From an optimization exercise on the open Yosys and OpenROAD flow, aimed at small area; shortcuts taken in it are not production practice.
Only simulation tests tie the RTL to the original design; equivalence was not proved.
The clock port is modelled as an ideal driver, which makes a skipped or thinned clock tree look cheaper than it is; a real chip needs a root buffer or a tree.
Power figures rest on the tool's default switching activity, not on a simulated workload.

Design top, start of the top module:
module top(
	clock, KEY,
	SW, LEDR_o,
	HEX0_o, HEX1_o, HEX2_o, HEX3_o, HEX4_o, HEX5_o
);
Size in the first run: about 67 I/O pins, ~2700 um2 of cells after synthesis.
Settings: LEC_CHECK=0, ABC_AREA=1, CAP_MARGIN=0, CORE_MARGIN=2, CORE_UTILIZATION=40, SLEW_MARGIN=0; clock period 10.0 ns.
standard.sh (not shown) runs the stock make flow with config.mk's settings and CLKGATE_MAP_FILE= SYNTH_SCRIPT=/design/flow/synth_recipe.tcl, a recipe that flattens the netlist after the stock synthesis.
==> flow/flow/run.sh <==
#!/bin/bash
# Layout flow: the standard flow (standard.sh), with these changes.
#  1. Synthesis is the standard synthesis, except that ABC maps the logic
#     with an area-oriented script (no buffering or upsizing) and the adder
#     step (extract_fa) is skipped. It is run once per entry of trial_list
#     (deepsyn seeds and a mapper filled into flow/abc_template.script),
#     each in its own folder under trials/, and the run whose netlist has the
#     smallest cell area (buffers left out, as placement removes them) is
#     copied to orfs/ for the rest of the flow. Registers come from the same
#     dfflibmap step as in the standard synthesis in every run, so they keep
#     their names and cell types.
#  2. Port buffering uses sky130_fd_sc_hd__buf_1 (every port still gets
#     its own buffer).
#  4. Tie cells are not split per load (SKIP_REPAIR_TIE_FANOUT), so constant
#     outputs share one tie cell per value, as synthesis made them.
# Each step's full output goes to a log file in this folder (trials/*/synth.log,
# synth_pick.log, layout.log) besides ORFS's own logs.
set -euo pipefail
W=$(pwd)
LIB="$FLOW_HOME/platforms/sky130hd/lib/sky130_fd_sc_hd__tt_025C_1v80.lib"
rm -rf "$W/trials"
mkdir -p "$W/trials"
names=()
# One trial per entry "seeds:mapper". flow/abc_template.script is one pass
# (deepsyn with the given seed, then mapping); an entry with seeds a-b runs
# the pass once per seed, each on the previous pass's mapped result.
trial_list="0:amap_-m 1:amap_-m 2:amap_-m 4:amap_-m 6:amap_-m 8:amap_-m 0:amap 6:amap 6-1:amap_-m 6-3:amap_-m 6-0:amap_-m 6-2:amap_-m 1-6:amap_-m 1-3:amap_-m 1-0:amap_-m 0-6:amap_-m"
for t in $trial_list; do
  seeds=${t%%:*}; map=${t#*:}; map=${map//_/ }
  n="s${seeds}_${t#*:}"
  names+=("$n")
  T="$W/trials/$n"
  mkdir -p "$T"
  cp -r "$FLOW_HOME/scripts" "$T/scripts"
  : > "$T/scripts/abc_area.script"
  for seed in ${seeds//-/ }; do
    sed -e "s/SEED/$seed/" -e "s/MAP/$map/" "$W/flow/abc_template.script" >> "$T/scripts/abc_area.script"
  done
  printf 'topo\ndnsize -c\n' >> "$T/scripts/abc_area.script"
done
run_trial() {
  local T="$W/trials/$1"
  bash "$W/standard.sh" "WORK_HOME=$T/orfs" "SCRIPTS_DIR=$T/scripts" ADDER_MAP_FILE= synth > "$T/synth.log" 2>&1 || true
}
jobs_max=${NUM_CORES:-4}
for n in "${names[@]}"; do
  while (( $(jobs -rp | wc -l) >= jobs_max )); do sleep 2; done
  run_trial "$n" &
done
wait
best=""
best_area=""
: > "$W/synth_pick.log"
for n in "${names[@]}"; do
  v="$W/trials/$n/orfs/results/sky130hd/top/base/1_2_yosys.v"
  o="$W/trials/$n/orfs/results/sky130hd/top/base/1_synth.odb"
  if [[ -f "$v" && -f "$o" ]]; then
    a=$(python3 "$W/flow/area.py" "$LIB" "$v")
    echo "$n $a" >> "$W/synth_pick.log"
    if [[ -z "$best" ]] || python3 -c "import sys; sys.exit(0 if float('$a') < float('$best_area') else 1)"; then
      best="$n"; best_area="$a"
    fi
  else
    echo "$n failed" >> "$W/synth_pick.log"
  fi
done
echo "picked $best $best_area" >> "$W/synth_pick.log"
[[ -n "$best" ]]
rm -rf "$W/orfs"
cp -a "$W/trials/$best/orfs" "$W/orfs"
export BUFFER_PORTS_ARGS="-buffer_cell sky130_fd_sc_hd__buf_1"
export CTS_ARGS="-sink_clustering_enable -repair_clock_nets -dont_use_dummy_load -buf_list sky130_fd_sc_hd__clkbuf_8 -root_buf sky130_fd_sc_hd__clkbuf_8"
export POST_CTS_TCL="$W/flow/clock_trim.tcl"
bash "$W/standard.sh" "POST_CTS_TCL=$POST_CTS_TCL" SKIP_REPAIR_TIE_FANOUT=1 "CTS_ARGS=$CTS_ARGS" "BUFFER_PORTS_ARGS=$BUFFER_PORTS_ARGS" finish > "$W/layout.log" 2>&1
==> flow/flow/abc_template.script <==
strash
&get -n
&deepsyn -T 60 -S SEED
&put
dch -f
MAP
==> flow/flow/clock_trim.tcl <==
proc trim_clock_tree { port_name merge } {
  set block [ord::get_db_block]
  set pnet [[$block findBTerm $port_name] getNet]
  set its [$pnet getITerms]
  if { [llength $its] != 1 } { puts "trim: port drives [llength $its] cells, skipped"; return }
  set root [[lindex $its 0] getInst]
  if { ![string match "*clkbuf*" [[$root getMaster] getName]] } { puts "trim: no root buffer, skipped"; return }
  set rout ""
  foreach it [$root getITerms] { if { [$it isOutputSignal] } { set rout $it } }
  set rnet [$rout getNet]
  set leaves {}
  foreach it [$rnet getITerms] {
    if { [$it getInst] == $root } { continue }
    set inst [$it getInst]
    if { ![string match "*clkbuf*" [[$inst getMaster] getName]] } { puts "trim: root drives a non-buffer, skipped"; return }
    lappend leaves $inst
  }
  if { [llength $leaves] > 4 } { puts "trim: [llength $leaves] leaves, skipped"; return }
  foreach it [$rnet getITerms] {
    if { [$it getInst] == $root } { continue }
    $it disconnect
    $it connect $pnet
  }
  foreach it [$root getITerms] { $it disconnect }
  odb::dbInst_destroy $root
  odb::dbNet_destroy $rnet
  puts "trim: removed root buffer, port drives [llength $leaves] leaf buffers"
  if { !$merge || [llength $leaves] < 2 } { return }
  # leaf with fewest sinks
  set best ""; set bestn 100000
  foreach leaf $leaves {
    foreach it [$leaf getITerms] { if { [$it isOutputSignal] } { set n [llength [[$it getNet] getITerms]] } }
    if { $n < $bestn } { set bestn $n; set best $leaf }
  }
  set bx [lindex [$best getLocation] 0]; set by [lindex [$best getLocation] 1]
  set near ""; set nd 1e18
  foreach leaf $leaves {
    if { $leaf == $best } { continue }
    set d [expr { abs([lindex [$leaf getLocation] 0] - $bx) + abs([lindex [$leaf getLocation] 1] - $by) }]
    if { $d < $nd } { set nd $d; set near $leaf }
  }
  foreach it [$best getITerms] { if { [$it isOutputSignal] } { set bnet [$it getNet] } }
  foreach it [$near getITerms] { if { [$it isOutputSignal] } { set nnet [$it getNet] } }
  foreach it [$bnet getITerms] {
    if { [$it getInst] == $best } { continue }
    $it disconnect
    $it connect $nnet
  }
  foreach it [$best getITerms] { $it disconnect }
  odb::dbInst_destroy $best
  odb::dbNet_destroy $bnet
  puts "trim: merged a leaf with [expr {$bestn - 1}] sinks into [$near getName]"
}

proc downsize_clock_leaves { port_name small_cell max_slew_ns } {
  set block [ord::get_db_block]
  set pnet [[$block findBTerm $port_name] getNet]
  foreach it [$pnet getITerms] {
    set inst [$it getInst]
    set old [[$inst getMaster] getName]
    if { ![string match "*clkbuf*" $old] || $old == $small_cell } { continue }
    set name [$inst getName]
    set sta_inst [get_cells $name]
    set onet [get_nets -of_objects [get_pins -of_objects $sta_inst -filter "direction==output"]]
    replace_cell $sta_inst $small_cell
    estimate_parasitics -placement
    set w 0
    foreach p [get_pins -of_objects $onet -filter "direction==input"] {
      set sl [get_property $p slew_max]
      if { $sl > $w } { set w $sl }
    }
    if { $w > $max_slew_ns } {
      replace_cell $sta_inst $old
      puts "downsize: $name stays $old (slew $w with $small_cell)"
    } else {
      puts "downsize: $name is now $small_cell (slew $w)"
    }
  }
  estimate_parasitics -placement
}

trim_clock_tree clock 0
downsize_clock_leaves clock sky130_fd_sc_hd__clkbuf_4 0.105
Other scripts of this flow, unchanged in this note and not shown: flow/flow/area.py
Then changed:
--- a/flow/flow/run.sh
+++ b/flow/flow/run.sh
@@ -6 +6 @@
-#     (deepsyn seeds and a mapper filled into flow/abc_template.script),
+#     (a deepsyn seed and a mapper filled into flow/abc_template.script),
@@ -24,4 +24,2 @@
-# One trial per entry "seeds:mapper". flow/abc_template.script is one pass
-# (deepsyn with the given seed, then mapping); an entry with seeds a-b runs
-# the pass once per seed, each on the previous pass's mapped result.
-trial_list="0:amap_-m 1:amap_-m 2:amap_-m 4:amap_-m 6:amap_-m 8:amap_-m 0:amap 6:amap 6-1:amap_-m 6-3:amap_-m 6-0:amap_-m 6-2:amap_-m 1-6:amap_-m 1-3:amap_-m 1-0:amap_-m 0-6:amap_-m"
+# one trial per (deepsyn seed, mapper) pair, from flow/abc_template.script
+trial_list="0:amap_-m 1:amap_-m 2:amap_-m 3:amap_-m 4:amap_-m 5:amap_-m 6:amap_-m 7:amap_-m 8:amap_-m 9:amap_-m 10:amap_-m 11:amap_-m 0:amap 4:amap 6:amap 9:amap"
@@ -29,2 +27,2 @@
-  seeds=${t%%:*}; map=${t#*:}; map=${map//_/ }
-  n="s${seeds}_${t#*:}"
+  seed=${t%%:*}; map=${t#*:}; map=${map//_/ }
+  n="s${seed}_${t#*:}"
@@ -35,5 +33 @@
-  : > "$T/scripts/abc_area.script"
-  for seed in ${seeds//-/ }; do
-    sed -e "s/SEED/$seed/" -e "s/MAP/$map/" "$W/flow/abc_template.script" >> "$T/scripts/abc_area.script"
-  done
-  printf 'topo\ndnsize -c\n' >> "$T/scripts/abc_area.script"
+  sed -e "s/SEED/$seed/" -e "s/MAP/$map/" "$W/flow/abc_template.script" > "$T/scripts/abc_area.script"
==> flow/flow/abc_template.script (replaced) <==
strash
&get -n
&deepsyn -T 60 -S SEED
&put
dch -f
MAP
topo
dnsize -c
--- a/flow/flow/clock_trim.tcl
+++ b/flow/flow/clock_trim.tcl
@@ -55,27 +54,0 @@
-proc downsize_clock_leaves { port_name small_cell max_slew_ns } {
-  set block [ord::get_db_block]
-  set pnet [[$block findBTerm $port_name] getNet]
-  foreach it [$pnet getITerms] {
-    set inst [$it getInst]
-    set old [[$inst getMaster] getName]
-    if { ![string match "*clkbuf*" $old] || $old == $small_cell } { continue }
-    set name [$inst getName]
-    set sta_inst [get_cells $name]
-    set onet [get_nets -of_objects [get_pins -of_objects $sta_inst -filter "direction==output"]]
-    replace_cell $sta_inst $small_cell
-    estimate_parasitics -placement
-    set w 0
-    foreach p [get_pins -of_objects $onet -filter "direction==input"] {
-      set sl [get_property $p slew_max]
-      if { $sl > $w } { set w $sl }
-    }
-    if { $w > $max_slew_ns } {
-      replace_cell $sta_inst $old
-      puts "downsize: $name stays $old (slew $w with $small_cell)"
-    } else {
-      puts "downsize: $name is now $small_cell (slew $w)"
-    }
-  }
-  estimate_parasitics -placement
-}
-
@@ -83 +55,0 @@
-downsize_clock_leaves clock sky130_fd_sc_hd__clkbuf_4 0.105
The new run completed with no timing, DRC or antenna violations. Via count barely changes. Sequential cell count does not change. Cell count shrinks slightly. Die area grows slightly. Global-route usage is about the same. Sequential power shrinks by a few percent.
Then changed:
--- a/flow/flow/run.sh
+++ b/flow/flow/run.sh
@@ -5,2 +5 @@
-#     step (extract_fa) is skipped. It is run once per entry of trial_list
-#     (a deepsyn seed and a mapper filled into flow/abc_template.script),
+#     step (extract_fa) is skipped. It is run once per flow/abc_*.script,
@@ -24,5 +23,2 @@
-# one trial per (deepsyn seed, mapper) pair, from flow/abc_template.script
-trial_list="0:amap_-m 1:amap_-m 2:amap_-m 3:amap_-m 4:amap_-m 5:amap_-m 6:amap_-m 7:amap_-m 8:amap_-m 9:amap_-m 10:amap_-m 11:amap_-m 0:amap 4:amap 6:amap 9:amap"
-for t in $trial_list; do
-  seed=${t%%:*}; map=${t#*:}; map=${map//_/ }
-  n="s${seed}_${t#*:}"
+for s in "$W"/flow/abc_*.script; do
+  n=$(basename "$s" .script)
@@ -33 +29 @@
-  sed -e "s/SEED/$seed/" -e "s/MAP/$map/" "$W/flow/abc_template.script" > "$T/scripts/abc_area.script"
+  cp "$s" "$T/scripts/abc_area.script"
==> flow/flow/abc_a1.script (new file) <==
strash
&get -n
&deepsyn -T 60 -S 0
&put
dch -f
amap -m
topo
dnsize -c
==> flow/flow/abc_a2.script (new file) <==
strash
&get -n
&deepsyn -T 60 -S 0
&put
dch -f
amap
topo
dnsize -c
==> flow/flow/abc_a3.script (new file) <==
strash
&get -n
&deepsyn -T 60 -S 1
&put
dch -f
amap -m
topo
dnsize -c
==> flow/flow/abc_a4.script (new file) <==
strash
&get -n
&deepsyn -T 60 -S 2
&put
dch -f
amap -m
topo
dnsize -c
==> flow/flow/abc_a5.script (new file) <==
strash
&get -n
&deepsyn -T 60 -S 3
&put
dch -f
amap -m
topo
dnsize -c
==> flow/flow/abc_a6.script (new file) <==
strash
&get -n
&deepsyn -T 60 -S 4
&put
dch -f
amap
topo
dnsize -c
==> flow/flow/abc_a7.script (new file) <==
strash
dch
map -a
topo
dnsize -c
==> flow/flow/abc_a8.script (new file) <==
strash
dch
amap
topo
dnsize -c
removed: flow/flow/abc_template.script
Effect: Power rises by 4.0%. Utilization rises by 0.13 points. Clock skew falls by 0.0038 ns. Via count falls by about 0.7%. Area after synthesis is about the same. Setup slack improves by 0.65 ns. Wire length rises by about 1.3%. Hold slack is about the same.

==> port drivers added, routing unchanged <==
No port has a modelled driver above. Below, the same layouts with a new extraction and two added sets of constraints. Step 1, drivers: a clkbuf_16 drives clock and a buf_2 each remaining input, both assumed. Step 2 moves the port delays by t, midway between the first and last clock arrival at a register: inputs arrive t later, outputs are due t later. That takes back most of the time a late clock gives input paths. a / b / c = ideal ports / drivers / drivers and shift; a / b = the first two.
run | shift t [ns] | slack for setup (ns) | worst setup path after step 2
the first run | 0.202 | 3.736 / 3.684 / 3.886 | register to output
the second run | 0.193 | 3.007 / 2.959 / 3.152 | register to output
the third run | 0.196 | 3.662 / 3.611 / 3.807 | register to output
After both steps every run listed still meets setup and hold.
